Background: an optimization exercise with open tools, aiming at small area and a short achievable clock period. Do not read the settings as production practice.
Where RTL was checked, it was by simulation tests only, not by an equivalence proof against the original.
No functional check of the RTL was part of run 5.
Power and IR drop assume default switching activity.

`design/flow/flow/run.sh`:
```
#!/bin/bash
# The standard layout, with the ports buffered by plain buffers instead of
# ORFS's default choice (a delay cell that repair cannot resize out of its
# footprint). Everything else is the standard.sh unchanged.
set -euo pipefail
export BUFFER_PORTS_ARGS="-buffer_cell sky130_fd_sc_hd__buf_2"
bash standard.sh > standard.log 2>&1
```
`design/flow/standard.sh`:
```
#!/bin/bash
# synth_recipe.tcl (not shown) runs the flow's synth.tcl, then flattens the netlist and writes it again
# the make line also repeats each setting of config.mk as NAME=value (left out here)
make -C /OpenROAD-flow-scripts/flow DESIGN_CONFIG=/design/flow/config.mk WORK_HOME=/design/flow/orfs CLKGATE_MAP_FILE= SYNTH_SCRIPT=/design/flow/synth_recipe.tcl "${@:-finish}"
```
`design/flow/design.v`:
```
module UART_TRANSMITTER (
	input clock_i, reset_n_i, data_write_i,
	input [7:0] data_i,
	input [5:0] data_buffer_full_thres_i,
	input [1:0] baudrate_select_i,
	output data_buffer_full_o,
	output uart_tx_o
);
reg [7:0] num;
reg w;
always @(*)
	case (baudrate_select_i)
		2'd0: w = num[4];
		2'd1: w = num[5];
		2'd2: w = num[6];
		default: w = num[7];
	endcase
always @(posedge clock_i)
	num <= reset_n_i ? (w ? 8'd0 : num + 8'd1) : 8'd0;
wire tick = reset_n_i & w;
localparam IDLE = 4'd3, START = 4'd8, PARITY = 4'd1, STOP = 4'd2;
reg [3:0] ph;
reg [5:0] cnt;
wire nonempty = cnt != 6'd0;
wire done = tick & (ph == STOP);
wire [5:0] match, nthr, ncnt, x1, x2;
wire [1:0] miss;
genvar i;
generate
	for (i = 0; i < 6; i = i + 1) begin : cmp
		G_INV t (.a(data_buffer_full_thres_i[i]), .y(nthr[i]));
		G_INV c (.a(cnt[i]), .y(ncnt[i]));
		G_NAND2 p (.a(data_buffer_full_thres_i[i]), .b(cnt[i]), .y(x1[i]));
		G_NAND2 q (.a(nthr[i]), .b(ncnt[i]), .y(x2[i]));
		G_NAND2 m (.a(x1[i]), .b(x2[i]), .y(match[i]));
	end
endgenerate
G_NAND3 n0 (.a(match[0]), .b(match[1]), .c(match[2]), .y(miss[0]));
G_NAND3 n1 (.a(match[3]), .b(match[4]), .c(match[5]), .y(miss[1]));
G_NOR2 n2 (.a(miss[0]), .b(miss[1]), .y(data_buffer_full_o));
wire full = cnt == data_buffer_full_thres_i;
wire wr = data_write_i & ~full;
wire [5:0] cnt_up = done ? cnt : cnt + 6'd1;
wire [5:0] cnt_kp = done ? cnt - 6'd1 : cnt;
always @(posedge clock_i)
	cnt <= reset_n_i ? (wr ? cnt_up : cnt_kp) : 6'd0;
always @(posedge clock_i)
	if (!reset_n_i)
		ph <= IDLE;
	else if (tick & (ph != IDLE | nonempty))
		ph <= (ph == IDLE) ? START : ph + 4'd1;
reg [255:0] R;             
reg [4:0] sw, sr;          
reg cm;                    
reg hc;                    
reg [7:0] D1;              
reg v1;                    
wire [4:0] sw1 = sw + 5'd1;
wire [3:0] E = sw1[4:1];   
wire ins = (wr & ~sw[0]) | v1;
wire [7:0] nidata;
G_MUX2I8 dmux (.a(data_i), .b(D1), .s(v1), .y(nidata));
wire [7:0] idata = ~nidata;
wire hclr = (ph[3:2] == 2'd0) & (ph != IDLE) & ~hc & (sr == 5'd0);
wire clr = ~reset_n_i | hclr | (cm & (sr != 5'd0));
wire [7:0] tapa = ~R[255:248];    
wire [7:0] tapb = ~R[127:120];    
always @(posedge clock_i) begin
	D1 <= data_i;
	v1 <= wr & sw[0];
end
always @(posedge clock_i)
	if (!reset_n_i) begin
		sw <= 5'd1;
		sr <= 5'd1;
		cm <= 1'b1;
		hc <= 1'b0;
	end else begin
		sw <= wr ? sw : sw1;
		sr <= hclr ? sr : sr + 5'd1;
		cm <= cm & (sr != 5'd0);
		hc <= done ? 1'b0 : (hc | hclr);
	end
reg nb, par, txq;
wire [2:0] k = ph[2:0];    
always @(posedge clock_i)
	if (sr[3:0] == 4'd0)
		nb <= sr[4] ? tapb[k] : tapa[k];
always @(posedge clock_i)
	if (tick & ph[3])
		par <= (ph == START ? 1'b0 : par) ^ nb;
always @(posedge clock_i)
	if (!reset_n_i)
		txq <= 1'b1;
	else if (tick)
		txq <= (ph == IDLE) ? ~nonempty :
		       ph[3] ? nb :
		       (ph == 4'd0) ? par : 1'b1;
assign uart_tx_o = txq;
genvar m;
generate
	for (m = 0; m < 16; m = m + 1) begin : stage
		wire sel = ins & (E == m);
		if (m == 0) begin : tap
			always @(posedge clock_i)
				R[7:0] <= (tapa & {8{~clr}}) | ({8{sel & reset_n_i}} & idata);
		end else if (m % 2 == 1) begin : inv
			wire [7:0] d;
			RING_AOI g (.a(R[16*m-8 +: 8]), .d(idata), .s(sel), .y(d));
			always @(posedge clock_i)
				R[16*m +: 8] <= d;
		end else begin : noninv
			wire [7:0] d;
			RING_OAI g (.a(R[16*m-8 +: 8]), .nd(nidata), .ns(~sel), .y(d));
			always @(posedge clock_i)
				R[16*m +: 8] <= d;
		end
		always @(posedge clock_i)
			R[16*m+8 +: 8] <= R[16*m +: 8];
	end
endgenerate
endmodule
module RING_AOI (
	input [7:0] a, d,
	input s,
	output [7:0] y
);
assign y = ~(a | ({8{s}} & d));
endmodule
module RING_OAI (
	input [7:0] a, nd,
	input ns,
	output [7:0] y
);
assign y = ~(a & ({8{ns}} | nd));
endmodule
module G_INV (input a, output y);
assign y = ~a;
endmodule
module G_NAND2 (input a, b, output y);
assign y = ~(a & b);
endmodule
module G_NAND3 (input a, b, c, output y);
assign y = ~(a & b & c);
endmodule
module G_NOR2 (input a, b, output y);
assign y = ~(a | b);
endmodule
module G_MUX2I8 (input [7:0] a, b, input s, output [7:0] y);
assign y = ~(s ? b : a);
endmodule
```
`design/flow/constraint.sdc`:
```
create_clock -name core_clock -period 6.0 [get_ports {clock_i}]
set_input_delay 1.2000 -clock core_clock [delete_from_list [all_inputs] [get_ports {clock_i}]]
set_output_delay 1.2000 -clock core_clock [all_outputs]
set_load 0.01 [all_outputs]
```
`design/flow/config.mk`:
```
export PLATFORM = sky130hd
export DESIGN_NAME = UART_TRANSMITTER
export DESIGN_NICKNAME = UART_TRANSMITTER
export VERILOG_FILES = /design/flow/design.v
export SDC_FILE = /design/flow/constraint.sdc
export NUM_CORES = 4
export LEC_CHECK = 0
export CAP_MARGIN = 20
export CORE_MARGIN = 2
export CORE_UTILIZATION = 60
export CTS_CLUSTER_DIAMETER = 100
export CTS_CLUSTER_SIZE = 30
export SETUP_SLACK_MARGIN = 3.05
export SLEW_MARGIN = 20
export SYNTH_HIERARCHICAL = 1
export SYNTH_MINIMUM_KEEP_SIZE = 0
```
==> results.json, run 1 <==
{
  "drv_slew": 0,
  "multi_input_area_mm2": 0.002317,
  "fin_nets": 741,
  "fill_cells": 1037,
  "grtUsageTotal_pct": 22.07,
  "drtAntennaViolNets": 0,
  "io_buffers": 20,
  "yosysSeqAreaShare_pct": 70.77,
  "layout.cells.most_common_list": "296 x dfxtp_1, 63 x a21oi_1, 62 x o21ai_0",
  "synth.cell_area_mm2": 0.008458,
  "dp.cells": 874,
  "fin_hold_ws_ns": 0.3217,
  "outcome": "timing/DRC/antenna clean",
  "hpwlAfterDp_um": 10210,
  "first_pass_iters": 4,
  "worstMarginPinSlew_ns": 1.185,
  "maxSlewHeadroom_pct": 20.72,
  "antenna_found_initial": 0,
  "final-setup-viol-count": 0,
  "area_growth_pct": 8.402,
  "synthFlopType": "dfxtp_1",
  "grt_pass1_wl_um": 25520,
  "cts.root.buffer_cell": "clkbuf_16",
  "die_x_um": 122.7,
  "clock-sinks": 298,
  "synthArstFlopShare_pct": 0,
  "syn_inst": 686,
  "synth_seq_cells": 298,
  "routabilityCongestion": 0.7704,
  "synthDistinctLibCells": 48,
  "drtIter0Drc": 298,
  "postCtsHoldBufs": 0,
  "overflow": 0,
  "grt_pass1_vias": 4764,
  "clkLatencyLatePin_ns": 0.48,
  "synth.area.top_cells": "dfxtp_1 70%, a21oi_1 3.8%, o21ai_0 3.7%, mux2i_1 2.2%, nand2_1 1.8%",
  "rsz0062_at_grt": "yes",
  "io_pins": 21,
  "cap_violations": 0,
  "period_share_pct": 49.56,
  "drc": 0,
  "fin_total_pwr_w": 0.003860,
  "powerDensity_mw_per_mm2": 421.0,
  "wl_per_cell_um": 17.88,
  "tns_ns": 0,
  "die_area_mm2": 0.01506,
  "layout.area.seq_mm2": 0.005986,
  "fin_crit_ns": 2.974,
  "finalHoldViolations": 0,
  "cts.path.max_buffers": 3,
  "diodes": 0,
  "ys_warn_count": 7,
  "worstPathMaxFanout": 3,
  "cp-end-kind": "output port",
  "row_count": 43,
  "synth_area_per_cell_um2": 12.33,
  "path_class": "in2out",
  "syn_nets": 717,
  "yosysTopAreaCell": "dfxtp_1",
  "initial_utilization_pct": 61.17,
  "wl_um": 15930,
  "max_freq_mhz": 336.3,
  "setup_ws_ns": 3.026,
  "die_h_um": 122.7,
  "netlist.area_leader.share_pct": 70.06,
  "vias_per_cell": 5.473,
  "synth_enable_flop_cells": 2,
  "peakVddDrop_uv": 310.9,
  "grt_max_degree": 31,
  "clk_pin_slew_ns": 0.10,
  "reg2reg_slack_ns": 3.27,
  "worstPathRequired_ns": 4.80,
  "clock_skew_ns": 0.01952,
  "stdcell_count": 891,
  "post-place-ws_ns": 2.379,
  "layout_commonest_cell": "dfxtp_1",
  "start_kind": "input pin",
  "cts_inserted_buffers": 13,
  "hold_path_class": "reg2reg",
  "drive_gt1_share_pct": 11.11,
  "htree_num_levels": 1,
  "power.leakage_nw": 3.732,
  "vias": 4876,
  "cts_tree": "yes",
  "core-area_mm2": 0.01383,
  "crit_arrival_ns": 1.77
}
==> cells in the mapped netlist (all sizes together) (10+ instances only) <==
master / n
dfxtp: 296
a21oi: 73
o21ai: 64
nand2: 40
inv: 30
nor2: 29
mux2i: 19
xor2: 18
nand3: 12
ha: 11
buf: 10
==> repair_timing <==
item                                    CTS  global route
pin swaps                                 5             4
setup buffers                             0             1
endpoints found under the setup margin    3             2
gates resized for setup                  18             0
gates cloned                              0             0
==> critical path: stages <==
cell and delay [ns]:
buf_8 0.10, inv_2 0.04, nand2_1 0.05, nand2_1 0.07, nand3_1 0.07, nor2_1 0.11
buf_2 0.13
==> path summary, 6_finish.rpt <==
check / from / end / depth (start not counted)
max: data_buffer_full_thres_i[4] / data_buffer_full_o / 7
max reg2reg: cnt[0]$_SDFFE_PN0P_ / cnt[5]$_SDFFE_PN0P_ / 10
min: R[225]$_DFF_P_ / R[233]$_DFF_P_ / 0
min reg2reg: R[225]$_DFF_P_ / R[233]$_DFF_P_ / 0
==> cell type report <==
cell class	instances	area share [%]
clock buffers	15	3.630
clock inverters	1	0.09552
inverters	30	1.310
multi-input cells	342	25.27
flip-flops and latches	298	65.28
well taps	180	2.456
repair buffers	25	1.951
==> routing by layer <==
layer	global-route usage (%)	routed length [µm]	up-vias
met5	0	0	-
met4	6.753	394	0
met3	2.556	732	26
met2	35.15	7277	104
met1	31.79	7527	2394
li1	-	-	2352
==> modules after synthesis (local to each module, per instance) <==
module,flops+latches,copies in the design,cells,area [µm²]
UART_TRANSMITTER,298,1,516,7520
G_NOR2,0,1,1,3.754
G_MUX2I8,0,1,9,91.34
RING_OAI,0,7,8,40.04
G_NAND2,0,18,1,3.754
G_NAND3,0,2,1,5.005
RING_AOI,0,8,9,55.05
G_INV,0,12,1,3.754
==> cell families after synthesis <==
logic type	after synthesis	synth area share [%]
muxes	25	3.713
xor gates and xnor gates	25	2.678
DFF	298	70.77
adders and majority gates	12	1.864
AOI/OAI and AO/OA	163	11.36
and+or+nand+nor	117	6.686
buffers and inverters	46	2.929
==> where the power goes <==
part	switching, W	internal, W
registers	0.000146	0.00243
logic	0.000181	0.000141
clock network	0.000558	0.000402
==> registers in the layout (all words and copies together), names as in the netlist <==
register  flops
D1            8
R           256
cm            1
cnt           6
hc            1
nb            1
num           8
par           1
ph            4
sr            5
sw            5
txq           1
v1            1
==> through the flow <==
stage / utilization, % / area (µm²)
2_1_floorplan: - / 8546
3_3_place_gp: 63.43 / 8771
3_5_place_dp: 63.43 / 8771
4_1_cts: 66.26 / 9161
5_1_grt: 66.31 / 9169
6_report: 66.31 / 9169
==> run 2: changes to the inputs <==
--- a/design/flow/config.mk
+++ b/design/flow/config.mk
@@ -11,5 +11,5 @@
 export CTS_CLUSTER_DIAMETER = 100
 export CTS_CLUSTER_SIZE = 30
-export SETUP_SLACK_MARGIN = 3.05
+export SETUP_SLACK_MARGIN = 3.2
 export SLEW_MARGIN = 20
 export SYNTH_HIERARCHICAL = 1
==> results.json, run 2 <==
{
  "dp.cells": 873,
  "rsz0062_at_grt": "yes",
  "outcome": "timing/DRC/antenna clean",
  "cts.path.max_buffers": 3,
  "final-setup-viol-count": 0,
  "start_kind": "input pin",
  "fin_crit_ns": 2.935,
  "stdcell_count": 890,
  "crit_path_start": "data_buffer_full_thres_i[5]",
  "row_count": 43,
  "clock-sinks": 298,
  "synthFlopType": "dfxtp_1",
  "drc": 0,
  "drtIter0Drc": 339,
  "hpwlAfterDp_um": 10060,
  "die_area_mm2": 0.01506,
  "max_freq_mhz": 340.7,
  "reg2reg_from": "cnt[0]$_SDFFE_PN0P_",
  "hold_path_class": "reg2reg",
  "routabilityCongestion": 0.7809,
  "multi_input_area_mm2": 0.002349,
  "io_pins": 21,
  "reg2reg_slack_ns": 3.32,
  "drtAntennaViolNets": 0,
  "worstPathRequired_ns": 4.80,
  "powerDensity_mw_per_mm2": 418.7,
  "cap_violations": 0,
  "initial_utilization_pct": 61.17,
  "finalHoldViolations": 0,
  "overflow": 0,
  "die_x_um": 122.7,
  "cp-end-kind": "output port",
  "synth_area_per_cell_um2": 12.33,
  "grtUsageTotal_pct": 21.67,
  "r2r_end": "cnt[5]$_SDFFE_PN0P_",
  "layout.cells.most_common_list": "296 x dfxtp_1, 63 x a21oi_1, 62 x o21ai_0",
  "wl_per_cell_um": 17.78,
  "yosys-top-cells-count": "296 x dfxtp_1, 64 x a21oi_1, 63 x o21ai_0",
  "first_pass_iters": 4,
  "yosysSeqAreaShare_pct": 70.77,
  "cts_inserted_buffers": 13,
  "worstPathMaxFanout": 3,
  "path_class": "in2out",
  "synthDistinctLibCells": 48,
  "synth.cell_area_mm2": 0.008458,
  "synth_enable_flop_cells": 2,
  "synth_most_common_cell": "dfxtp_1",
  "synth.area.top_cells": "dfxtp_1 70%, a21oi_1 3.8%, o21ai_0 3.7%, mux2i_1 2.2%, nand2_1 1.8%",
  "layout_commonest_cell": "dfxtp_1",
  "syn_inst": 686,
  "largestRegisters": "R x256, D1 x8, num x8",
  "fin_nets": 741,
  "netlist.area_leader.share_pct": 70.06,
  "area_growth_pct": 8.876,
  "grt_pass1_wl_um": 24980,
  "drive_gt1_share_pct": 11.97,
  "synth_seq_cells": 298,
  "ys_warn_count": 7,
  "clock_skew_ns": 0.02173,
  "worstMarginPinSlew_ns": 1.012,
  "vias": 4791,
  "grt_pass1_vias": 4676,
  "fill_cells": 1040,
  "postCtsHoldBufs": 0,
  "io_buffers": 20,
  "peakVddDrop_uv": 344.3,
  "tns_ns": 0,
  "wl_um": 15830,
  "die_h_um": 122.7,
  "crit_arrival_ns": 1.73,
  "clkLatencyLatePin_ns": 0.47,
  "diodes": 0,
  "syn_nets": 717,
  "synthArstFlopShare_pct": 0,
  "grt_max_degree": 32,
  "core-area_mm2": 0.01383,
  "largest_register": "R",
  "period_share_pct": 48.92,
  "maxSlewHeadroom_pct": 32.19,
  "cts_tree": "yes",
  "drv_slew": 0,
  "yosysTopAreaCell": "dfxtp_1",
  "clk_pin_slew_ns": 0.12,
  "cts.root.buffer_cell": "clkbuf_16",
  "largest_reg_flops": 256,
  "crit_end": "data_buffer_full_o",
  "ff2ff_path_depth": 10,
  "layout.area.seq_mm2": 0.005986,
  "htree_num_levels": 1,
  "power.leakage_nw": 3.743,
  "antenna_found_initial": 0,
  "vias_per_cell": 5.383
}
run 2: worst min path at each step:
stage          depth (start not counted)              to           start  slack, ns
2_1_floorplan                          0  R[104]$_DFF_P_   R[96]$_DFF_P_       0.31
3_5_place_dp                           0  R[200]$_DFF_P_  R[192]$_DFF_P_       0.31
6_report                               0  R[250]$_DFF_P_  R[242]$_DFF_P_       0.32
4_1_cts                                0  R[250]$_DFF_P_  R[242]$_DFF_P_       0.32
5_1_grt                                0  R[185]$_DFF_P_  R[177]$_DFF_P_       0.33
3_3_place_gp                           0  R[170]$_DFF_P_  R[162]$_DFF_P_       0.31
run 2: Yosys stat by module, one instance, submodules excluded:
module | cell area [µm²] | flip-flops and latches | copies in the design | cells
G_INV | 3.754 | 0 | 12 | 1
UART_TRANSMITTER | 7520 | 298 | 1 | 516
G_NOR2 | 3.754 | 0 | 1 | 1
G_NAND2 | 3.754 | 0 | 18 | 1
RING_AOI | 55.05 | 0 | 8 | 9
RING_OAI | 40.04 | 0 | 7 | 8
G_NAND3 | 5.005 | 0 | 2 | 1
G_MUX2I8 | 91.34 | 0 | 1 | 9
run 2: where the power goes:
group	internal, W	total (W)	switching [W]	leakage (nW)
Clock	0.000409	0.000956	0.000546	0.169
Sequential	0.00243	0.00258	0.000148	2.47
Combinational	0.000141	0.000319	0.000178	1.10
Total	0.00298	0.00386	0.000872	3.74
run 2: worst max-delay path, cell delays in order:
cell and delay, ns:
buf_8 0.10, inv_2 0.03, nand2_1 0.04, nand2_1 0.07
nand3_1 0.07, nor2_1 0.09, buf_2 0.13
run 2: layout make-up:
class / instances / share of cell area, %
Clock buffer: 15 / 3.723
Multi-Input combinational cell: 342 / 25.50
Timing Repair Buffer: 25 / 2.024
Sequential cell: 298 / 65.00
Tap cell: 180 / 2.446
Inverter: 30 / 1.304
run 2: layer usage:
| layer | vias up | share of wire (%) | wire length [µm] | track usage [%] |
|---|---|---|---|---|
| li1 | 2357 | - | - | - |
| met1 | 2320 | 49 | 7793 | 32.38 |
| met2 | 93 | 44 | 6987 | 33.74 |
| met3 | 21 | 4.5 | 713 | 2.788 |
| met4 | 0 | 2.1 | 333 | 4.957 |
| met5 | - | 0 | 0 | 0 |
run 2: through the flow:
stage | area, µm² | utilization (%) | total power, W | setup slack [ns] | hold WS [ns]
6_report | 9209 | 66.60 | 0.003855 | 3.065 | 0.3213
5_1_grt | 9209 | 66.60 | 0.004036 | 3.017 | 0.3338
4_1_cts | 9176 | 66.37 | 0.003888 | 3.065 | 0.3245
3_5_place_dp | 8782 | 63.51 | 0.002939 | 2.406 | 0.3121
3_3_place_gp | 8782 | 63.51 | 0.002913 | 2.483 | 0.3096
2_1_floorplan | 8559 | - | 0.002810 | 2.869 | 0.3096
run 2: logic make-up (layout without fill, tap and decap cells):
logic type      count (synthesis)  after routing  synth area share, %
mux                            25             25                3.713
buf+inv                        46             70                2.929
xor+xnor                       25             25                2.678
compound gates                163            163                11.36
simple gates                  117            117                6.686
fa+ha+maj                      12             12                1.864
flops                         298            298                70.77
run 2: repair_timing:
item / in CTS / in global routing
endpoints found under the hold margin: 0 / 0
buffers inserted: 0 / 1
resized for setup: 17 / 6
setup endpoints to repair: 6 / 11
pin swaps: 7 / 6
==> run 3: changes to the inputs <==
--- a/design/flow/config.mk
+++ b/design/flow/config.mk
@@ -9,6 +9,6 @@
 export CORE_MARGIN = 2
 export CORE_UTILIZATION = 60
-export CTS_CLUSTER_DIAMETER = 100
-export CTS_CLUSTER_SIZE = 30
+export CTS_CLUSTER_DIAMETER = 50
+export CTS_CLUSTER_SIZE = 36
 export SETUP_SLACK_MARGIN = 3.2
 export SLEW_MARGIN = 20
==> results.json, run 3 <==
{
  "drc": 0,
  "synthFlopType": "dfxtp_1",
  "cts.root.buffer_cell": "clkbuf_16",
  "grt_pass1_vias": 4780,
  "grt_max_degree": 27,
  "fin_crit_ns": 2.948,
  "die_area_mm2": 0.01506,
  "cp-end-kind": "output port",
  "finalHoldViolations": 0,
  "cap_violations": 0,
  "initial_utilization_pct": 61.17,
  "cts_tree": "yes",
  "overflow": 0,
  "fin_total_pwr_w": 0.004372,
  "wl_um": 16110,
  "io_buffers": 20,
  "die_h_um": 122.7,
  "max_freq_mhz": 339.2,
  "largest_register": "R",
  "largest_reg_flops": 256,
  "rsz0062_at_grt": "yes",
  "layout.cells.most_common_list": "296 x dfxtp_1, 63 x a21oi_1, 62 x o21ai_0",
  "power.internal_w": 0.003284,
  "diodes": 0,
  "maxSlewHeadroom_pct": 33.02,
  "synthDistinctLibCells": 48,
  "largestRegisters": "R x256, D1 x8, num x8",
  "power_frac_seq_pct": 59.0,
  "grtUsageTotal_pct": 22.10,
  "crit_arrival_ns": 1.75,
  "io_pins": 21,
  "ff2ff_path_depth": 10,
  "synthArstFlopShare_pct": 0,
  "yosysSeqAreaShare_pct": 70.77,
  "routabilityCongestion": 0.7809,
  "synth_seq_cells": 298,
  "combPwrFrac_pct": 7.3,
  "switchingPower_w": 0.001089,
  "hold_path_class": "reg2reg",
  "synth_most_common_cell": "dfxtp_1",
  "fill_cells": 1004,
  "vias": 4924,
  "netlist.area_leader.share_pct": 70.06,
  "yosys-top-cells-count": "296 x dfxtp_1, 64 x a21oi_1, 63 x o21ai_0",
  "clock_skew_ns": 0.02835,
  "clock-sinks": 298,
  "power.leakage_nw": 3.932,
  "synth.cell_area_mm2": 0.008458,
  "core-area_mm2": 0.01383,
  "cts.path.max_buffers": 3,
  "hpwlAfterDp_um": 10060,
  "worstPathMaxFanout": 3,
  "wl_per_cell_um": 17.62,
  "hold_depth": 0,
  "cts_inserted_buffers": 21,
  "synth_enable_flop_cells": 2,
  "switching_share_pct": 24.90,
  "drive_gt1_share_pct": 14.99,
  "path_class": "in2out",
  "syn_inst": 686,
  "antenna_found_initial": 0,
  "synth_area_per_cell_um2": 12.33,
  "area_growth_pct": 13.74,
  "clk_pin_slew_ns": 0.09,
  "fin_nets": 751,
  "stdcell_count": 914,
  "first_pass_iters": 4,
  "peakVddDrop_uv": 332.4,
  "period_share_pct": 49.14,
  "yosysTopAreaCell": "dfxtp_1",
  "p_clk_share_pct": 33.6,
  "htree_num_levels": 1,
  "outcome": "timing/DRC/antenna clean",
  "final_cell_area_mm2": 0.009620,
  "die_x_um": 122.7,
  "syn_nets": 717,
  "final-setup-viol-count": 0,
  "ys_warn_count": 7,
  "row_count": 43,
  "synth.area.top_cells": "dfxtp_1 70%, a21oi_1 3.8%, o21ai_0 3.7%, mux2i_1 2.2%, nand2_1 1.8%",
  "fin_hold_ws_ns": 0.3175,
  "worstPathRequired_ns": 4.80,
  "drv_slew": 0,
  "powerDensity_mw_per_mm2": 454.5,
  "vias_per_cell": 5.387,
  "postCtsHoldBufs": 0,
  "place_area_mm2": 0.008782,
  "worstMarginPinSlew_ns": 0.9993,
  "grt_pass1_wl_um": 25450,
  "dp.cells": 873,
  "drtAntennaViolNets": 0,
  "clkLatencyLatePin_ns": 0.52,
  "layout_commonest_cell": "dfxtp_1",
  "tns_ns": 0,
  "drtIter0Drc": 393,
  "start_kind": "input pin"
}
run 3: cell types whose count changed in the layout (fill, tap and decap cells not counted), sizes merged:
cell and change:
inv +9, clkbuf +7, clkinv +4, buf +2
clkinvlp +2
run 3: worst max-delay path: stages:
cell     delay, ns
buf_8         0.10
inv_2         0.03
nand2_1       0.04
nand2_1       0.08
nand3_1       0.08
nor2_1        0.09
buf_2         0.13
run 3: power by group through the flow:
| stage | clock network (W) | registers [W] | logic [W] |
|---|---|---|---|
| 6_report | 0.00147 | 0.00258 | 0.000321 |
| 5_1_grt | 0.00158 | 0.00263 | 0.000366 |
| 4_1_cts | 0.00150 | 0.00259 | 0.000322 |
| 3_5_place_dp | 0 | 0.00263 | 0.000311 |
| 3_3_place_gp | 0 | 0.00261 | 0.000299 |
| 2_1_floorplan | 0 | 0.00257 | 0.000244 |
run 3: final cells by class:
class                      count  area, µm²  area share, %
multi-input combinational    342       2352          24.45
timing repair buffer          27      205.2          2.133
sequential                   298       5986          62.22
clock buffer                  22      529.3          5.501
inverter                      30      120.1          1.249
clock inverter                15      202.7          2.107
tap                          180      225.2          2.341
run 3: final timing paths:
check | from | endpoint | slack [ns]
max | data_buffer_full_thres_i[5] | data_buffer_full_o | 3.05
min | R[83]$_DFF_P_ | R[91]$_DFF_P_ | 0.32
max reg2reg | cnt[1]$_SDFFE_PN0P_ | cnt[5]$_SDFFE_PN0P_ | 3.48
min reg2reg | R[83]$_DFF_P_ | R[91]$_DFF_P_ | 0.32
run 3: modules after synthesis, one instance, submodules excluded:
module | area, µm² | cells inside
UART_TRANSMITTER | 7520 | 516
G_MUX2I8 | 91.34 | 9
RING_AOI | 55.05 | 9
RING_OAI | 40.04 | 8
G_NAND3 | 5.005 | 1
G_INV | 3.754 | 1
G_NAND2 | 3.754 | 1
G_NOR2 | 3.754 | 1
run 3: kinds of logic after synthesis:
family / synth area share [%]
flops: 70.77
fa+ha+maj: 1.864
compound gates: 11.36
buf+inv: 2.929
simple gates: 6.686
mux: 3.713
xor+xnor: 2.678
run 3: through the flow:
stage	util (%)	worst slack [ns]
floorplan	-	2.869
global placement	63.51	2.483
detailed placement	63.51	2.406
CTS	69.24	3.067
global route	69.58	3.017
finish	69.58	3.052
run 3: what timing repair did:
item	CTS	global route
pin swaps	8	5
setup endpoints to repair	4	23
resized for setup	18	7
setup buffers	1	2
run 3: routing by layer:
metal / track usage, % / share of wire (%) / up-vias
met5: 0 / 0 / -
met4: 6.250 / 2.4 / 0
met3: 3.160 / 4.0 / 31
met2: 33.67 / 44 / 101
met1: 32.96 / 50 / 2395
li1: - / - / 2397
==> run 4: changes to the inputs <==
--- a/design/flow/config.mk
+++ b/design/flow/config.mk
@@ -9,6 +9,6 @@
 export CORE_MARGIN = 2
 export CORE_UTILIZATION = 60
-export CTS_CLUSTER_DIAMETER = 50
-export CTS_CLUSTER_SIZE = 36
+export CTS_CLUSTER_DIAMETER = 40
+export CTS_CLUSTER_SIZE = 40
 export SETUP_SLACK_MARGIN = 3.2
 export SLEW_MARGIN = 20
==> results.json, run 4 <==
{
  "vias": 4946,
  "post-place-ws_ns": 2.406,
  "r2r_end": "cnt[5]$_SDFFE_PN0P_",
  "io_pins": 21,
  "outcome": "timing/DRC/antenna clean",
  "grt_max_degree": 25,
  "path_delay_family": "simple AND/OR/NAND/NOR gates",
  "largestRegisters": "R x256, D1 x8, num x8",
  "cts_inserted_buffers": 31,
  "rsz0062_at_grt": "yes",
  "cp-end-kind": "output port",
  "die_x_um": 122.7,
  "yosys-top-cells-count": "296 x dfxtp_1, 64 x a21oi_1, 63 x o21ai_0",
  "drtAntennaViolNets": 0,
  "layout_commonest_cell": "dfxtp_1",
  "peakVddDrop_uv": 300.3,
  "synthArstFlopShare_pct": 0,
  "setup_ws_ns": 3.051,
  "clk_pin_slew_ns": 0.06,
  "cts.root.buffer_cell": "clkbuf_16",
  "area_growth_pct": 18.39,
  "vias_per_cell": 5.290,
  "synth.cell_area_mm2": 0.008458,
  "crit_slowest_cell": "buf_2",
  "clock-sinks": 298,
  "worstPathMaxFanout": 3,
  "reg2reg_slack_ns": 3.47,
  "crit_arrival_ns": 1.75,
  "period_share_pct": 49.15,
  "grt_pass1_vias": 4919,
  "fin_nets": 761,
  "powerDensity_mw_per_mm2": 494.0,
  "largest_register": "R",
  "drive_gt1_share_pct": 16.95,
  "worstPathBufferInverterCount": 3,
  "worstMarginPinSlew_ns": 1.015,
  "core-area_mm2": 0.01383,
  "drv_slew": 0,
  "wl_um": 16410,
  "htree_num_levels": 1,
  "wl_per_cell_um": 17.55,
  "layout.cells.most_common_list": "296 x dfxtp_1, 63 x a21oi_1, 62 x o21ai_0",
  "worstPathRequired_ns": 4.80,
  "synthDistinctLibCells": 48,
  "grtUsageTotal_pct": 22.62,
  "cts_tree": "yes",
  "clkLatencyLatePin_ns": 0.55,
  "fin_crit_ns": 2.949,
  "path_class": "in2out",
  "synthFlopType": "dfxtp_1",
  "antenna_found_initial": 0,
  "slowest_delay_ns": 0.13,
  "synth_enable_flop_cells": 2,
  "diodes": 0,
  "drc": 0,
  "syn_nets": 717,
  "row_count": 43,
  "grt_pass1_wl_um": 26150,
  "die_h_um": 122.7,
  "start_kind": "input pin",
  "syn_inst": 686,
  "hpwlAfterDp_um": 10060,
  "synth_most_common_cell": "dfxtp_1",
  "hold_path_class": "reg2reg",
  "ff2ff_path_depth": 10,
  "first_pass_iters": 4,
  "yosysTopAreaCell": "dfxtp_1",
  "reg2reg_from": "cnt[1]$_SDFFE_PN0P_",
  "fill_cells": 939,
  "whs_endpoint": "R[251]$_DFF_P_",
  "ys_warn_count": 7,
  "max_freq_mhz": 339.1,
  "netlist.area_leader.share_pct": 70.06,
  "path_cells": "buf_8 > inv_2 > nand2_1 > nand2_1 > nand3_1 > nor2_1 > buf_2",
  "tns_ns": 0,
  "cts.path.max_buffers": 3,
  "io_buffers": 20,
  "initial_utilization_pct": 61.17,
  "final-setup-viol-count": 0,
  "die_area_mm2": 0.01506,
  "min_from": "R[243]$_DFF_P_",
  "hold_depth": 0,
  "finalHoldViolations": 0,
  "drtIter0Drc": 372,
  "synth_area_per_cell_um2": 12.33,
  "clock_skew_ns": 0.02140,
  "maxSlewHeadroom_pct": 31.93,
  "path_common_cell": "nand2_1",
  "power.leakage_nw": 4.131,
  "synth.area.top_cells": "dfxtp_1 70%, a21oi_1 3.8%, o21ai_0 3.7%, mux2i_1 2.2%, nand2_1 1.8%",
  "cap_violations": 0,
  "overflow": 0,
  "largest_reg_flops": 256,
  "routabilityCongestion": 0.7809,
  "yosysSeqAreaShare_pct": 70.77,
  "synth_seq_cells": 298
}
==> run 4: cell count changes in the layout (fill, tap and decap cells not counted), sizes merged <==
cell / delta
clkinv: +3
clkinvlp: +1
clkbuf: +14
bufinv: +5
inv: -2
==> run 4: timing repair <==
action / 4_1_cts / 5_1_grt
hold endpoints to repair: 0 / 0
hold buffers: 0 / 0
buffers inserted: 1 / 2
pin swaps: 8 / 5
endpoints found under the setup margin: 3 / 6
gates resized for setup: 18 / 4
==> run 4: Yosys stat by module, one instance, submodules excluded, a selection <==
module / flip-flops and latches / cells
G_NOR2: 0 / 1
RING_AOI: 0 / 9
G_MUX2I8: 0 / 9
G_INV: 0 / 1
RING_OAI: 0 / 8
G_NAND2: 0 / 1
==> run 4: metal layers <==
| metal | track usage, % | up-vias | wire length (µm) |
|---|---|---|---|
| met3 | 3.671 | 27 | 615 |
| met2 | 34.88 | 90 | 7373 |
| met1 | 32.86 | 2403 | 8027 |
| met4 | 6.897 | 0 | 396 |
| met5 | 0 | - | 0 |
| li1 | - | 2426 | - |
==> run 4: report_power, final <==
group,internal [W],switching [W],total [W]
Sequential,0.00244,0.000149,0.00259
Clock,0.00124,0.000802,0.00204
Combinational,0.000142,0.000180,0.000322
==> run 4: worst max path at each step <==
stage | start | to | slack [ns] | cells after the start
after global routing | data_buffer_full_thres_i[5] | data_buffer_full_o | 3.02 | 7
after floorplan | data_buffer_full_thres_i[2] | cnt[5]$_SDFFE_PN0P_ | 2.87 | 11
final | data_buffer_full_thres_i[5] | data_buffer_full_o | 3.05 | 7
after CTS | data_buffer_full_thres_i[0] | data_buffer_full_o | 3.07 | 7
after detailed placement | data_buffer_full_thres_i[1] | cnt[5]$_SDFFE_PN0P_ | 2.41 | 11
after global placement | data_buffer_full_thres_i[2] | cnt[5]$_SDFFE_PN0P_ | 2.48 | 11
==> run 4: cells by family (layout without fill, tap and decap cells) <==
logic type,Yosys count,in the layout,share of synthesized area [%]
AO/OA/AOI/OAI,163,163,11.36
XOR/XNOR,25,25,2.678
adder cells (fa/ha/maj),12,12,1.864
buffers and inverters,46,115,2.929
flip-flops,298,298,70.77
multiplexers,25,25,3.713
AND/OR/NAND/NOR,117,117,6.686
==> run 4: worst register-to-register path, delay by kind of cell (launching register included) <==
kind                       cells  cell delay (ns)
AOI/OAI and AO/OA              4             0.65
xor gates and xnor gates       1             0.15
adders and majority gates      1             0.20
buffers and inverters          1             0.11
DFF                            1             0.56
muxes                          2             0.37
and+or+nand+nor                1             0.42
==> run 4: layout make-up <==
cell class / instances / area, µm² / share of cell area, %
sequential: 298 / 5986 / 59.78
multi-input combinational: 342 / 2341 / 23.38
clock buffer: 36 / 834.6 / 8.334
clock inverter: 22 / 301.5 / 3.011
tap: 180 / 225.2 / 2.249
timing repair buffer: 27 / 205.2 / 2.049
inverter: 30 / 120.1 / 1.200
==> run 4: metrics by stage <==
step / total power (W) / instance area, µm² / hold WS (ns) / std cells / utilization [%]
floorplan: 0.002810 / 8559 / 0.3096 / 686 / -
global placement: 0.002913 / 8782 / 0.3096 / 873 / 63.51
detailed placement: 0.002939 / 8782 / 0.3121 / 873 / 63.51
CTS: 0.004983 / 9978 / 0.3125 / 932 / 72.17
global route: 0.005150 / 10010 / 0.3290 / 935 / 72.42
finish: 0.004947 / 10010 / 0.3214 / 935 / 72.42
==> run 5: changes to the inputs <==
--- a/design/flow/design.v
+++ b/design/flow/design.v
@@ -39,10 +39,13 @@
 G_NAND3 n1 (.a(match[3]), .b(match[4]), .c(match[5]), .y(miss[1]));
 G_NOR2 n2 (.a(miss[0]), .b(miss[1]), .y(data_buffer_full_o));
-wire full = cnt == data_buffer_full_thres_i;
+reg full;
 wire wr = data_write_i & ~full;
 wire [5:0] cnt_up = done ? cnt : cnt + 6'd1;
 wire [5:0] cnt_kp = done ? cnt - 6'd1 : cnt;
-always @(posedge clock_i)
-	cnt <= reset_n_i ? (wr ? cnt_up : cnt_kp) : 6'd0;
+wire [5:0] cnt_nx = reset_n_i ? (wr ? cnt_up : cnt_kp) : 6'd0;
+always @(posedge clock_i) begin
+	cnt <= cnt_nx;
+	full <= cnt_nx == data_buffer_full_thres_i;
+end
 always @(posedge clock_i)
 	if (!reset_n_i)
--- a/design/flow/config.mk
+++ b/design/flow/config.mk
@@ -9,6 +9,6 @@
 export CORE_MARGIN = 2
 export CORE_UTILIZATION = 60
-export CTS_CLUSTER_DIAMETER = 40
-export CTS_CLUSTER_SIZE = 40
+export CTS_CLUSTER_DIAMETER = 100
+export CTS_CLUSTER_SIZE = 30
 export SETUP_SLACK_MARGIN = 3.2
 export SLEW_MARGIN = 20
==> results.json, run 5 <==
{
  "outcome": "timing/DRC/antenna clean",
  "wl_per_cell_um": 18.00,
  "antenna_found_initial": 0,
  "crit_path_start": "data_buffer_full_thres_i[3]",
  "syn_inst": 745,
  "maxSlewHeadroom_pct": 37.55,
  "clk_pin_slew_ns": 0.10,
  "grt_max_degree": 31,
  "finalHoldViolations": 0,
  "rsz0062_at_grt": "yes",
  "routabilityCongestion": 0.8362,
  "start_kind": "input pin",
  "switching_share_pct": 22.52,
  "grtUsageTotal_pct": 22.29,
  "hold_path_class": "reg2reg",
  "switchingPower_w": 0.0008690,
  "cts.root.buffer_cell": "clkbuf_16",
  "reg2reg_from": "ph[0]$_SDFFE_PN1P_",
  "path_class": "in2out",
  "synth.cell_area_mm2": 0.008710,
  "grt_pass1_vias": 5067,
  "yosysTopAreaCell": "dfxtp_1",
  "layout.cells.most_common_list": "297 x dfxtp_1, 68 x o21ai_0, 66 x a21oi_1",
  "post-place-ws_ns": 2.687,
  "peakVddDrop_uv": 344.4,
  "synth_most_common_cell": "dfxtp_1",
  "clock_skew_ns": 0.02063,
  "final_cell_area_mm2": 0.009470,
  "ys_warn_count": 7,
  "setup_ws_ns": 3.065,
  "synthArstFlopShare_pct": 0,
  "clock-sinks": 299,
  "io_pins": 21,
  "reg2reg_slack_ns": 3.52,
  "io_buffers": 20,
  "vias_per_cell": 5.486,
  "drtIter0Drc": 338,
  "synth_seq_cells": 299,
  "power.internal_w": 0.002989,
  "crit_end": "data_buffer_full_o",
  "path_common_cell": "nand2_1",
  "path_cells": "buf_8 > inv_2 > nand2_1 > nand2_1 > nand3_2 > nor2_1 > buf_2",
  "fin_hold_ws_ns": 0.3212,
  "power_frac_seq_pct": 65.0,
  "fin_crit_ns": 2.935,
  "first_pass_iters": 6,
  "final-setup-viol-count": 0,
  "power.leakage_nw": 3.795,
  "hpwlAfterDp_um": 11330,
  "slowest_delay_ns": 0.13,
  "syn_nets": 774,
  "vias": 5201,
  "cp-end-kind": "output port",
  "drv_slew": 0,
  "area_growth_pct": 8.734,
  "synthDistinctLibCells": 63,
  "clkLatencyLatePin_ns": 0.48,
  "max_freq_mhz": 340.7,
  "powerDensity_mw_per_mm2": 407.4,
  "crit_slowest_cell": "buf_2",
  "synth.area.top_cells": "dfxtp_1 68%, o21ai_0 3.9%, a21oi_1 3.8%, nand2_1 1.9%, nor2_1 1.9%",
  "worstMarginPinSlew_ns": 0.9332,
  "cts.path.max_buffers": 3,
  "yosysSeqAreaShare_pct": 68.96,
  "r2r_end": "full$_DFF_P_",
  "synth_area_per_cell_um2": 11.69,
  "worstPathRequired_ns": 4.80,
  "crit_arrival_ns": 1.74,
  "htree_num_levels": 1,
  "drc": 0,
  "cts_tree": "yes",
  "overflow": 0,
  "p_clk_share_pct": 27.9,
  "largestRegisters": "R x256, D1 x8, num x8",
  "path_depth": 7,
  "period_share_pct": 48.92,
  "tns_ns": 0,
  "die_h_um": 124.5,
  "ff2ff_path_depth": 8,
  "worstPathMaxFanout": 3,
  "worstPathBufferInverterCount": 3,
  "diodes": 0,
  "synthFlopType": "dfxtp_1",
  "place_area_mm2": 0.008874,
  "synth_enable_flop_cells": 2,
  "die_x_um": 124.5,
  "largest_register": "R",
  "path_delay_family": "simple AND/OR/NAND/NOR gates",
  "yosys-top-cells-count": "297 x dfxtp_1, 68 x o21ai_0, 66 x a21oi_1",
  "die_area_mm2": 0.01550,
  "cts_inserted_buffers": 14,
  "drive_gt1_share_pct": 12.70,
  "layout_commonest_cell": "dfxtp_1",
  "combPwrFrac_pct": 7.1,
  "initial_utilization_pct": 60.61,
  "largest_reg_flops": 256,
  "cap_violations": 0,
  "core-area_mm2": 0.01437,
  "drtAntennaViolNets": 0,
  "fin_nets": 791,
  "row_count": 44,
  "netlist.area_leader.share_pct": 68.27,
  "wl_um": 17070,
  "grt_pass1_wl_um": 27480
}
==> run 5: changes by cell type in the layout (fill, tap and decap cells not counted), sizes merged, moves of 4 or more <==
cell	delta
nand3	+7
xnor2	+5
clkbuf	-20
nor2	+14
o21ai	+4
nand2	+6
nand4	+4
bufinv	-5
mux2i	-8
xor2	-9
clkinv	-5
==> run 5: modules after synthesis, one instance, submodules excluded, excerpt <==
| module | times used | cells |
|---|---|---|
| G_NAND3 | 2 | 1 |
| G_INV | 12 | 1 |
| G_NOR2 | 1 | 1 |
| RING_AOI | 8 | 9 |
| G_MUX2I8 | 1 | 9 |
| RING_OAI | 7 | 8 |
==> run 5: per-stage QoR <==
stage	instances	power (W)	utilization (%)
final	948	0.003858	65.91
after global routing	948	0.004035	65.91
after CTS	945	0.003885	65.31
after detailed placement	925	0.002817	61.76
after global placement	925	0.002800	61.76
after floorplan	745	0.002699	-
==> run 5: layout make-up <==
class,instances,area [µm²]
Clock buffer,16,400.4
Clock inverter,2,32.53
Fill cell,1123,4898
Inverter,36,146.4
Multi-Input combinational cell,384,2450
Sequential cell,299,6006
Tap cell,184,230.2
Timing Repair Buffer,27,205.2
==> run 5: cells by family after synthesis <==
group           count (synthesis)  share of synthesized area (%)
mux                            17                          2.816
flops                         299                          68.96
compound gates                178                          11.82
buf+inv                        62                          3.634
fa+ha+maj                      11                          1.552
xor+xnor                       21                          2.112
simple gates                  157                          9.108
==> run 5: timing repair <==
item | in CTS | in global routing
hold buffers | 0 | 0
pin swaps | 10 | 10
setup buffers | 2 | 3
endpoints found under the setup margin | 2 | 25
resized for setup | 21 | 22
==> run 5: metal layers <==
layer	track usage, %	share of wire, %
met2	35.81	46
met4	4.627	1.7
met1	32.62	49
met3	3.093	3.5
met5	0	0
==> run 5: worst min-delay path by stage <==
stage               slack (ns)             end      startpoint  cells past startpoint
CTS                       0.32   R[78]$_DFF_P_   R[70]$_DFF_P_                      0
finish                    0.32   R[78]$_DFF_P_   R[70]$_DFF_P_                      0
global route              0.33   R[95]$_DFF_P_   R[87]$_DFF_P_                      0
detailed placement        0.31  R[122]$_DFF_P_  R[114]$_DFF_P_                      0
global placement          0.31  R[232]$_DFF_P_  R[224]$_DFF_P_                      0
floorplan                 0.31  R[104]$_DFF_P_   R[96]$_DFF_P_                      0
==> run 5: power by group through the flow <==
stage               logic, W  registers, W  clock network [W]
floorplan           0.000199       0.00250                  0
finish              0.000273       0.00251            0.00108
global route        0.000310       0.00255            0.00117
detailed placement  0.000260       0.00256                  0
CTS                 0.000269       0.00252            0.00110
global placement    0.000249       0.00255                  0
==> run 6: changes to the inputs <==
--- a/design/flow/design.v
+++ b/design/flow/design.v
@@ -24,14 +24,11 @@
 wire nonempty = cnt != 6'd0;
 wire done = tick & (ph == STOP);
-wire [5:0] match, nthr, ncnt, x1, x2;
+wire [5:0] match, x1;
 wire [1:0] miss;
 genvar i;
 generate
 	for (i = 0; i < 6; i = i + 1) begin : cmp
-		G_INV t (.a(data_buffer_full_thres_i[i]), .y(nthr[i]));
-		G_INV c (.a(cnt[i]), .y(ncnt[i]));
 		G_NAND2 p (.a(data_buffer_full_thres_i[i]), .b(cnt[i]), .y(x1[i]));
-		G_NAND2 q (.a(nthr[i]), .b(ncnt[i]), .y(x2[i]));
-		G_NAND2 m (.a(x1[i]), .b(x2[i]), .y(match[i]));
+		G_O21AI m (.a1(data_buffer_full_thres_i[i]), .a2(cnt[i]), .b1(x1[i]), .y(match[i]));
 	end
 endgenerate
@@ -39,13 +36,10 @@
 G_NAND3 n1 (.a(match[3]), .b(match[4]), .c(match[5]), .y(miss[1]));
 G_NOR2 n2 (.a(miss[0]), .b(miss[1]), .y(data_buffer_full_o));
-reg full;
+wire full = cnt == data_buffer_full_thres_i;
 wire wr = data_write_i & ~full;
 wire [5:0] cnt_up = done ? cnt : cnt + 6'd1;
 wire [5:0] cnt_kp = done ? cnt - 6'd1 : cnt;
-wire [5:0] cnt_nx = reset_n_i ? (wr ? cnt_up : cnt_kp) : 6'd0;
-always @(posedge clock_i) begin
-	cnt <= cnt_nx;
-	full <= cnt_nx == data_buffer_full_thres_i;
-end
+always @(posedge clock_i)
+	cnt <= reset_n_i ? (wr ? cnt_up : cnt_kp) : 6'd0;
 always @(posedge clock_i)
 	if (!reset_n_i)
@@ -138,6 +132,6 @@
 assign y = ~(a & ({8{ns}} | nd));
 endmodule
-module G_INV (input a, output y);
-assign y = ~a;
+module G_O21AI (input a1, a2, b1, output y);
+assign y = ~((a1 | a2) & b1);
 endmodule
 module G_NAND2 (input a, b, output y);
==> results.json, run 6 <==
{
  "outcome": "timing/DRC/antenna clean",
  "clkLatencyLatePin_ns": 0.48,
  "clk_pin_slew_ns": 0.12,
  "reg2reg_from": "cnt[0]$_SDFFE_PN0P_",
  "maxSlewHeadroom_pct": 29.27,
  "io_pins": 21,
  "grt_pass1_wl_um": 24890,
  "yosys-top-cells-count": "296 x dfxtp_1, 64 x a21oi_1, 63 x o21ai_0",
  "layout.cells.most_common_list": "296 x dfxtp_1, 63 x a21oi_1, 62 x o21ai_0",
  "synthDistinctLibCells": 49,
  "cts_tree": "yes",
  "ys_warn_count": 7,
  "peakVddDrop_uv": 333.1,
  "synth_enable_flop_cells": 2,
  "layout_commonest_cell": "dfxtp_1",
  "synth.cell_area_mm2": 0.008398,
  "core-area_mm2": 0.01377,
  "diodes": 0,
  "wl_per_cell_um": 18.21,
  "synth_area_per_cell_um2": 12.57,
  "drtAntennaViolNets": 0,
  "row_count": 43,
  "postCtsHoldBufs": 0,
  "antenna_found_initial": 0,
  "path_class": "in2out",
  "drc": 0,
  "yosysSeqAreaShare_pct": 71.28,
  "largest_register": "R",
  "synthArstFlopShare_pct": 0,
  "first_pass_iters": 4,
  "wl_um": 15890,
  "synth.area.top_cells": "dfxtp_1 71%, a21oi_1 3.8%, o21ai_0 3.8%, mux2i_1 2.3%, xor2_1 1.8%",
  "largestRegisters": "R x256, D1 x8, num x8",
  "synthFlopType": "dfxtp_1",
  "clock_skew_ns": 0.02495,
  "max_freq_mhz": 339.9,
  "worstMarginPinSlew_ns": 1.057,
  "tns_ns": 0,
  "start_kind": "input pin",
  "period_share_pct": 49.03,
  "fin_crit_ns": 2.942,
  "initial_utilization_pct": 60.97,
  "worstPathMaxFanout": 3,
  "vias_per_cell": 5.510,
  "cts.root.buffer_cell": "clkbuf_16",
  "drtIter0Drc": 386,
  "hpwlAfterDp_um": 10360,
  "routabilityCongestion": 0.8074,
  "largest_reg_flops": 256,
  "powerDensity_mw_per_mm2": 421.4,
  "synth_seq_cells": 298,
  "cap_violations": 0,
  "hold_depth": 0,
  "vias": 4810,
  "overflow": 0,
  "hold_path_class": "reg2reg",
  "cts_inserted_buffers": 13,
  "fin_nets": 724,
  "synth_most_common_cell": "dfxtp_1",
  "die_h_um": 122.3,
  "rsz0062_at_grt": "yes",
  "cts.path.max_buffers": 3,
  "power.leakage_nw": 3.676,
  "grt_pass1_vias": 4699,
  "clock-sinks": 298,
  "worstPathRequired_ns": 4.80,
  "crit_arrival_ns": 1.74,
  "die_x_um": 122.3,
  "grt_max_degree": 32,
  "die_area_mm2": 0.01496,
  "io_buffers": 20,
  "drv_slew": 0,
  "netlist.area_leader.share_pct": 70.56,
  "ff2ff_path_depth": 10,
  "area_growth_pct": 9.088,
  "min_from": "R[35]$_DFF_P_",
  "cp-end-kind": "output port",
  "syn_inst": 668,
  "grtUsageTotal_pct": 21.87,
  "crit_path_start": "data_buffer_full_thres_i[2]",
  "drive_gt1_share_pct": 12.12,
  "final_util_pct": 66.52,
  "final-setup-viol-count": 0,
  "syn_nets": 699,
  "htree_num_levels": 1,
  "yosysTopAreaCell": "dfxtp_1",
  "finalHoldViolations": 0
}
==> run 6: critical path, stage by stage <==
cell and delay [ns]:
buf_8 0.09, nand2_2 0.05, o21ai_2 0.08, nand3_1 0.08, nor2_1 0.10, buf_2 0.13
==> run 6: final timing paths <==
check,endpoint,slack (ns)
setup / recovery,data_buffer_full_o,3.06
hold reg to reg,R[43]$_DFF_P_,0.31
setup reg to reg,cnt[5]$_SDFFE_PN0P_,3.24
hold / removal,R[43]$_DFF_P_,0.31
==> run 6: final cells by class <==
class                   count  area [µm²]
inverters                  18       75.07
flip-flops and latches    298        5986
multi-input cells         336        2342
well taps                 180       225.2
clock buffers              15       342.8
fillers                  1075        4612
repair buffers             26       190.2
==> run 6: per-layer routing <==
layer | track usage (%) | part of all wire (%) | vias up | wire length [µm]
met1 | 30.83 | 48 | 2354 | 7619
li1 | - | - | 2322 | -
met5 | 0 | 0 | - | 0
met4 | 5.675 | 2.2 | 0 | 342
met3 | 3.439 | 4.4 | 31 | 699
met2 | 35.52 | 45 | 103 | 7231
==> run 6: report_power, final <==
part / switching (W) / leakage [nW] / internal (W)
Clock: 0.000548 / 0.169 / 0.000409
Combinational: 0.000183 / 1.03 / 0.000142
Sequential: 0.000145 / 2.47 / 0.00243
==> run 6: logic make-up (layout without fill, tap and decap cells) <==
kind of cell	Yosys count	after routing	synth area share, %
DFF	298	298	71.28
AOI/OAI and AO/OA	169	169	11.80
and+or+nand+nor	105	105	6.198
buffers and inverters	34	59	2.414
xor gates and xnor gates	25	25	2.697
muxes	25	25	3.740
adders and majority gates	12	12	1.877
==> run 6: stage by stage <==
stage               cell area, µm²  instances  worst slack [ns]  total power (W)  hold slack [ns]
floorplan                     8499        668             2.869         0.002806           0.3096
global placement              8727        857             2.483         0.002908           0.3096
detailed placement            8727        857             2.343         0.002935           0.3121
CTS                           9139        872             3.075         0.003889           0.3152
global route                  9161        873             3.006         0.004035           0.3234
finish                        9161        873             3.058         0.003861           0.3143
==> run 6: per-module statistics from Yosys (local to each module, per instance) <==
module	flops+latches	cells inside	area [µm²]
UART_TRANSMITTER	298	516	7520
G_MUX2I8	0	9	91.34
RING_AOI	0	9	55.05
RING_OAI	0	8	40.04
G_NAND3	0	1	5.005
G_O21AI	0	1	5.005
G_NAND2	0	1	3.754
G_NOR2	0	1	3.754
==> run 6: what timing repair did <==
action | CTS | global route
cloned | 0 | 0
setup endpoints to repair | 4 | 29
gates resized for setup | 19 | 4
setup buffers | 0 | 1
pin swaps | 4 | 1
==> run 7: changes to the inputs <==
--- a/design/flow/config.mk
+++ b/design/flow/config.mk
@@ -11,4 +11,5 @@
 export CTS_CLUSTER_DIAMETER = 100
 export CTS_CLUSTER_SIZE = 30
+export PLACE_DENSITY = 0.8
 export SETUP_SLACK_MARGIN = 3.2
 export SLEW_MARGIN = 20
==> results.json, run 7 <==
{
  "fin_nets": 723,
  "yosysTopAreaCell": "dfxtp_1",
  "drc": 0,
  "min_from": "R[242]$_DFF_P_",
  "hold_depth": 0,
  "yosysSeqAreaShare_pct": 71.28,
  "netlist.area_leader.share_pct": 70.56,
  "largest_register": "R",
  "crit_arrival_ns": 1.78,
  "clkLatencyLatePin_ns": 0.49,
  "largest_reg_flops": 256,
  "synthDistinctLibCells": 49,
  "die_area_mm2": 0.01496,
  "fin_crit_ns": 2.979,
  "hold_path_class": "reg2reg",
  "power.leakage_nw": 3.702,
  "worstMarginPinSlew_ns": 0.9458,
  "synth.area.top_cells": "dfxtp_1 71%, a21oi_1 3.8%, o21ai_0 3.8%, mux2i_1 2.3%, xor2_1 1.8%",
  "clock-sinks": 298,
  "postCtsHoldBufs": 0,
  "finalHoldViolations": 0,
  "outcome": "timing/DRC/antenna clean",
  "powerDensity_mw_per_mm2": 423.2,
  "synthFlopType": "dfxtp_1",
  "drive_gt1_share_pct": 13.42,
  "grtUsageTotal_pct": 23.10,
  "die_x_um": 122.3,
  "drtIter0Drc": 292,
  "synth_mux_area_share_pct": 3.740,
  "largestRegisters": "R x256, D1 x8, num x8",
  "fill_cells": 1024,
  "rsz0062_at_grt": "yes",
  "slowest_delay_ns": 0.13,
  "vias_per_cell": 5.624,
  "crit_slowest_cell": "buf_2",
  "synth_top_family_by_area": "compound AO/OA/AOI/OAI gates",
  "fin_hold_ws_ns": 0.3290,
  "overflow": 0,
  "hpwlAfterDp_um": 10370,
  "clk_pin_slew_ns": 0.11,
  "cp-end-kind": "output port",
  "synth_seq_cells": 298,
  "path_depth": 5,
  "row_count": 43,
  "layout_commonest_cell": "dfxtp_1",
  "antenna_found_initial": 0,
  "setup_ws_ns": 3.021,
  "cap_violations": 0,
  "worstPathMaxFanout": 3,
  "io_buffers": 20,
  "start_kind": "input pin",
  "path_class": "in2out",
  "peakVddDrop_uv": 361.1,
  "worstPathBufferInverterCount": 2,
  "die_h_um": 122.3,
  "worstPathRequired_ns": 4.80,
  "path_delay_family": "buffers and inverters",
  "grt_max_degree": 32,
  "maxSlewHeadroom_pct": 36.86,
  "grt_pass1_vias": 5119,
  "cts_tree": "yes",
  "syn_nets": 699,
  "cts_inserted_buffers": 13,
  "tns_ns": 0,
  "drv_slew": 0,
  "ys_warn_count": 7,
  "diodes": 0,
  "synth_adder_area_share_pct": 1.877,
  "yosys.area_share.simple_pct": 6.198,
  "syn_inst": 668,
  "vias": 4910,
  "drtAntennaViolNets": 0,
  "first_pass_iters": 5,
  "core-area_mm2": 0.01377,
  "layout.cells.most_common_list": "296 x dfxtp_1, 63 x a21oi_1, 62 x o21ai_0",
  "synth_most_common_cell": "dfxtp_1",
  "synthArstFlopShare_pct": 0,
  "cts.root.buffer_cell": "clkbuf_16",
  "initial_utilization_pct": 60.97,
  "wl_per_cell_um": 18.90,
  "yosys-top-cells-count": "296 x dfxtp_1, 64 x a21oi_1, 63 x o21ai_0",
  "synth_enable_flop_cells": 2,
  "synth_compound_area_share_pct": 11.80,
  "stdcell_count": 873,
  "period_share_pct": 49.66,
  "synth.cell_area_mm2": 0.008398,
  "dp.cells": 855,
  "htree_num_levels": 1,
  "final-setup-viol-count": 0,
  "max_freq_mhz": 335.6,
  "grt_pass1_wl_um": 26620,
  "ff2ff_path_depth": 5,
  "wl_um": 16500,
  "clock_skew_ns": 0.02124,
  "area_growth_pct": 9.863,
  "post-place-ws_ns": 2.383,
  "synth_xor_xnor_area_share_pct": 2.697,
  "crit_path_start": "data_buffer_full_thres_i[5]",
  "reg2reg_from": "sw[2]$_SDFFE_PN0N_",
  "cts.path.max_buffers": 3,
  "synth_area_per_cell_um2": 12.57,
  "io_pins": 21,
  "routabilityCongestion": 0.7642,
  "path_cells": "buf_4 > o21ai_2 > nand3_2 > nor2_2 > buf_2"
}
[run 7: final timing paths]
check / slack, ns / endpoint
worst min-delay path: 0.33 / R[250]$_DFF_P_
worst min register to register: 0.33 / R[250]$_DFF_P_
worst max register to register: 3.36 / R[135]$_DFF_P_
worst max-delay path: 3.02 / data_buffer_full_o
[run 7: report_power, final]
| part | internal (W) | switching [W] | total [W] |
|---|---|---|---|
| sequential | 0.00243 | 0.000160 | 0.00259 |
| combinational | 0.000145 | 0.000192 | 0.000337 |
| clock | 0.000413 | 0.000561 | 0.000974 |
| total | 0.00299 | 0.000913 | 0.00390 |
[run 7: through the flow]
stage               total power [W]  util [%]  cell area, µm²
global placement           0.002901     63.29            8717
floorplan                  0.002806         -            8499
finish                     0.003905     66.99            9226
global route               0.004071     66.99            9226
CTS                        0.003913     66.32            9134
detailed placement         0.002945     63.29            8717
[run 7: modules after synthesis, one instance, submodules excluded]
module | cell area (µm²) | times used | cells inside
G_NOR2 | 3.754 | 1 | 1
G_MUX2I8 | 91.34 | 1 | 9
G_NAND3 | 5.005 | 2 | 1
UART_TRANSMITTER | 7520 | 1 | 516
G_NAND2 | 3.754 | 6 | 1
RING_OAI | 40.04 | 7 | 8
G_O21AI | 5.005 | 6 | 1
RING_AOI | 55.05 | 8 | 9
[run 7: what timing repair did]
item,4_1_cts,5_1_grt
pin swaps,5,5
endpoints found under the setup margin,4,57
setup buffers,1,1
gates resized for setup,16,21
[run 7: layer usage]
layer	up-vias	global-route usage, %	wire length [µm]
met5	-	0	0
met4	0	8.046	428
met3	33	2.602	645
met2	135	38.96	7932
met1	2422	31.09	7497
li1	2320	-	-
[run 7: final cells by class]
cell class / instances / area (µm²) / share of cell area, %
clock buffers: 15 / 342.8 / 3.716
flip-flops and latches: 298 / 5986 / 64.88
clock inverters: 1 / 8.758 / 0.09493
inverters: 18 / 75.07 / 0.8137
well taps: 180 / 225.2 / 2.441
repair buffers: 25 / 182.7 / 1.980
multi-input cells: 336 / 2406 / 26.08
[run 7: logic make-up (layout without fill, tap and decap cells)]
| logic type | Yosys count | count (layout) |
|---|---|---|
| flip-flops | 298 | 298 |
| AND/OR/NAND/NOR | 105 | 105 |
| multiplexers | 25 | 25 |
| buffers and inverters | 34 | 59 |
| AO/OA/AOI/OAI | 169 | 169 |
| adder cells (fa/ha/maj) | 12 | 12 |
| XOR/XNOR | 25 | 25 |
==> run 8: changes to the inputs <==
--- a/design/flow/config.mk
+++ b/design/flow/config.mk
@@ -10,5 +10,5 @@
 export CORE_UTILIZATION = 60
 export CTS_CLUSTER_DIAMETER = 100
-export CTS_CLUSTER_SIZE = 30
+export CTS_CLUSTER_SIZE = 34
 export PLACE_DENSITY = 0.8
 export SETUP_SLACK_MARGIN = 3.2
==> results.json, run 8 <==
{
  "drive_gt1_share_pct": 13.28,
  "drtAntennaViolNets": 0,
  "crit_arrival_ns": 1.79,
  "synth_area_per_cell_um2": 12.57,
  "grtUsageTotal_pct": 22.76,
  "core-area_mm2": 0.01377,
  "vias": 4873,
  "synth.area.top_cells": "dfxtp_1 71%, a21oi_1 3.8%, o21ai_0 3.8%, mux2i_1 2.3%, xor2_1 1.8%",
  "outcome": "timing/DRC/antenna clean",
  "yosys.area_share.simple_pct": 6.198,
  "wl_um": 16320,
  "synth_enable_flop_cells": 2,
  "maxSlewHeadroom_pct": 38.42,
  "reg2reg_from": "cnt[1]$_SDFFE_PN0P_",
  "yosysTopAreaCell": "dfxtp_1",
  "row_count": 43,
  "overflow": 0,
  "synth_top_family_by_area": "compound AO/OA/AOI/OAI gates",
  "cts_tree": "yes",
  "clock_skew_ns": 0.02421,
  "worstPathRequired_ns": 4.80,
  "diodes": 0,
  "synth_most_common_cell": "dfxtp_1",
  "grt_max_degree": 36,
  "initial_utilization_pct": 60.97,
  "synth.cell_area_mm2": 0.008398,
  "ff2ff_path_depth": 10,
  "r2r_end": "cnt[5]$_SDFFE_PN0P_",
  "worstPathMaxFanout": 3,
  "synth_adder_area_share_pct": 1.877,
  "routabilityCongestion": 0.7642,
  "fin_crit_ns": 2.985,
  "synth_compound_area_share_pct": 11.80,
  "reg2reg_slack_ns": 3.34,
  "peakVddDrop_uv": 326.8,
  "synth_seq_cells": 298,
  "fin_nets": 722,
  "antenna_found_initial": 0,
  "synthFlopType": "dfxtp_1",
  "whs_endpoint": "R[74]$_DFF_P_",
  "cp-end-kind": "output port",
  "syn_nets": 699,
  "final_util_pct": 66.97,
  "largest_reg_flops": 256,
  "die_h_um": 122.3,
  "cts.root.buffer_cell": "clkbuf_16",
  "vias_per_cell": 5.582,
  "cap_violations": 0,
  "io_buffers": 20,
  "fin_hold_ws_ns": 0.3226,
  "max_freq_mhz": 335.0,
  "rsz0062_at_grt": "yes",
  "hold_depth": 0,
  "path_class": "in2out",
  "finalHoldViolations": 0,
  "first_pass_iters": 4,
  "syn_inst": 668,
  "fin_total_pwr_w": 0.003890,
  "layout_commonest_cell": "dfxtp_1",
  "layout.cells.most_common_list": "296 x dfxtp_1, 63 x a21oi_1, 62 x o21ai_0",
  "drc": 0,
  "wl_per_cell_um": 18.69,
  "clkLatencyLatePin_ns": 0.49,
  "grt_pass1_vias": 5034,
  "final-setup-viol-count": 0,
  "clock-sinks": 298,
  "power.leakage_nw": 3.702,
  "synthArstFlopShare_pct": 0,
  "cts.path.max_buffers": 3,
  "die_x_um": 122.3,
  "yosysSeqAreaShare_pct": 71.28,
  "tns_ns": 0,
  "cts_inserted_buffers": 12,
  "fill_cells": 1020,
  "grt_pass1_wl_um": 26230,
  "min_from": "R[66]$_DFF_P_",
  "postCtsHoldBufs": 0,
  "largestRegisters": "R x256, D1 x8, num x8",
  "hold_path_class": "reg2reg",
  "synth_mux_area_share_pct": 3.740,
  "ys_warn_count": 7,
  "largest_register": "R",
  "hpwlAfterDp_um": 10370,
  "worstMarginPinSlew_ns": 0.9204,
  "powerDensity_mw_per_mm2": 421.8,
  "period_share_pct": 49.76,
  "start_kind": "input pin",
  "netlist.area_leader.share_pct": 70.56,
  "htree_num_levels": 1,
  "yosys-top-cells-count": "296 x dfxtp_1, 64 x a21oi_1, 63 x o21ai_0",
  "drtIter0Drc": 236,
  "synthDistinctLibCells": 49,
  "synth_xor_xnor_area_share_pct": 2.697,
  "clk_pin_slew_ns": 0.12,
  "io_pins": 21,
  "drv_slew": 0,
  "area_growth_pct": 9.833,
  "die_area_mm2": 0.01496
}
==> run 8: cell families (layout without fill, tap and decap cells) <==
group	after synthesis	count (layout)
buffers and inverters	34	59
AOI/OAI and AO/OA	169	169
DFF	298	298
muxes	25	25
adders and majority gates	12	12
xor gates and xnor gates	25	25
and+or+nand+nor	105	105
==> run 8: layout make-up <==
type / count / area (µm²) / area share (%)
Clock buffer: 15 / 342.8 / 3.717
Clock inverter: 1 / 8.758 / 0.09495
Inverter: 18 / 75.07 / 0.8139
Multi-Input combinational cell: 336 / 2404 / 26.06
Sequential cell: 298 / 5986 / 64.89
Tap cell: 180 / 225.2 / 2.442
Timing Repair Buffer: 25 / 182.7 / 1.980
==> run 8: per-stage QoR <==
stage,setup slack (ns),instance area (µm²),instances
final,3.015,9224,873
after global routing,2.988,9224,873
after CTS,3.009,9134,872
after detailed placement,2.383,8717,855
after global placement,2.484,8717,855
after floorplan,2.869,8499,668
==> run 8: report_power, final <==
group          internal, W  leakage [nW]  switching (W)
Clock             0.000412         0.173       0.000552
Combinational     0.000145          1.06       0.000191
Sequential         0.00243          2.47       0.000157
Total              0.00299          3.70       0.000901
==> run 8: worst max path at each step <==
stage                                           start                   to  slack, ns  depth (start not counted)
after detailed placement  data_buffer_full_thres_i[1]  cnt[5]$_SDFFE_PN0P_       2.38                         11
after global placement    data_buffer_full_thres_i[2]  cnt[5]$_SDFFE_PN0P_       2.48                         11
final                     data_buffer_full_thres_i[2]   data_buffer_full_o       3.01                          6
after CTS                 data_buffer_full_thres_i[4]   data_buffer_full_o       3.01                          5
after floorplan           data_buffer_full_thres_i[2]  cnt[5]$_SDFFE_PN0P_       2.87                         11
after global routing      data_buffer_full_thres_i[5]   data_buffer_full_o       2.99                          5
==> run 8: per-module statistics from Yosys (local to each module, per instance) <==
module	flops+latches	times used
UART_TRANSMITTER	298	1
G_MUX2I8	0	1
RING_AOI	0	8
RING_OAI	0	7
G_NAND3	0	2
G_O21AI	0	6
G_NAND2	0	6
G_NOR2	0	1
==> run 8: routing by layer <==
| metal | share of wire, % | track usage (%) | wire [µm] |
|---|---|---|---|
| met5 | 0 | 0 | 0 |
| met4 | 2.8 | 8.190 | 462 |
| met3 | 3.8 | 2.695 | 627 |
| met2 | 48 | 38.30 | 7821 |
| met1 | 45 | 30.52 | 7404 |
==> run 8: worst max-delay path: stages <==
cell,delay [ns]
buf_8,0.09
nand2_1,0.05
o21ai_1,0.10
nand3_1,0.12
nor2_2,0.09
buf_2,0.13
==> run 8: repair_timing <==
item                                    in CTS  in global routing
buffers inserted                             1                  1
resized for setup                           16                 20
endpoints found under the setup margin       3                 55
pin swaps                                    5                  5
gates cloned                                 0                  0
hold endpoints to repair                     0                  0

[what the ideal ports hide]
How much do the figures lean on ideal ports? The routed layouts below were timed once more, with nothing changed but the port constraints. Step 1 (the two cells are an assumption about what drives the block):
set clk [get_ports {clock_i}]
set_driving_cell -lib_cell sky130_fd_sc_hd__clkbuf_16 $clk
set_driving_cell -lib_cell sky130_fd_sc_hd__buf_2 [delete_from_list [all_inputs] $clk]
Step 2, shift: input delay + t, output delay - t, t = (earliest + latest rising clock arrival at the registers) / 2. This alone moves slack from input paths to output paths. Slacks: ideal ports / drivers / drivers and shift; pairs: ideal ports / drivers.
| run | t (ns) | setup WS [ns] | worst data-port slew with drivers (ns) |
|---|---|---|---|
| run 1 | 0.514 | 3.026 / 2.987 / 2.569 | 0.05 |
| run 2 | 0.507 | 3.065 / 3.024 / 2.631 | 0.05 |
| run 3 | 0.544 | 3.052 / 3.011 / 2.689 | 0.05 |
| run 4 | 0.581 | 3.051 / 3.011 / 2.681 | 0.05 |
| run 5 | 0.516 | 3.065 / 3.026 / 2.732 | 0.05 |
| run 6 | 0.510 | 3.058 / 3.004 / 2.597 | 0.05 |
| run 7 | 0.516 | 3.021 / 2.960 / 2.637 | 0.06 |
| run 8 | 0.516 | 3.015 / 2.951 / 2.642 | 0.06 |
After both steps every run listed still meets setup and hold. For run 6, which loses most, drivers alone change the setup slack by -0.054 ns; drivers and shift together by -0.461 ns.
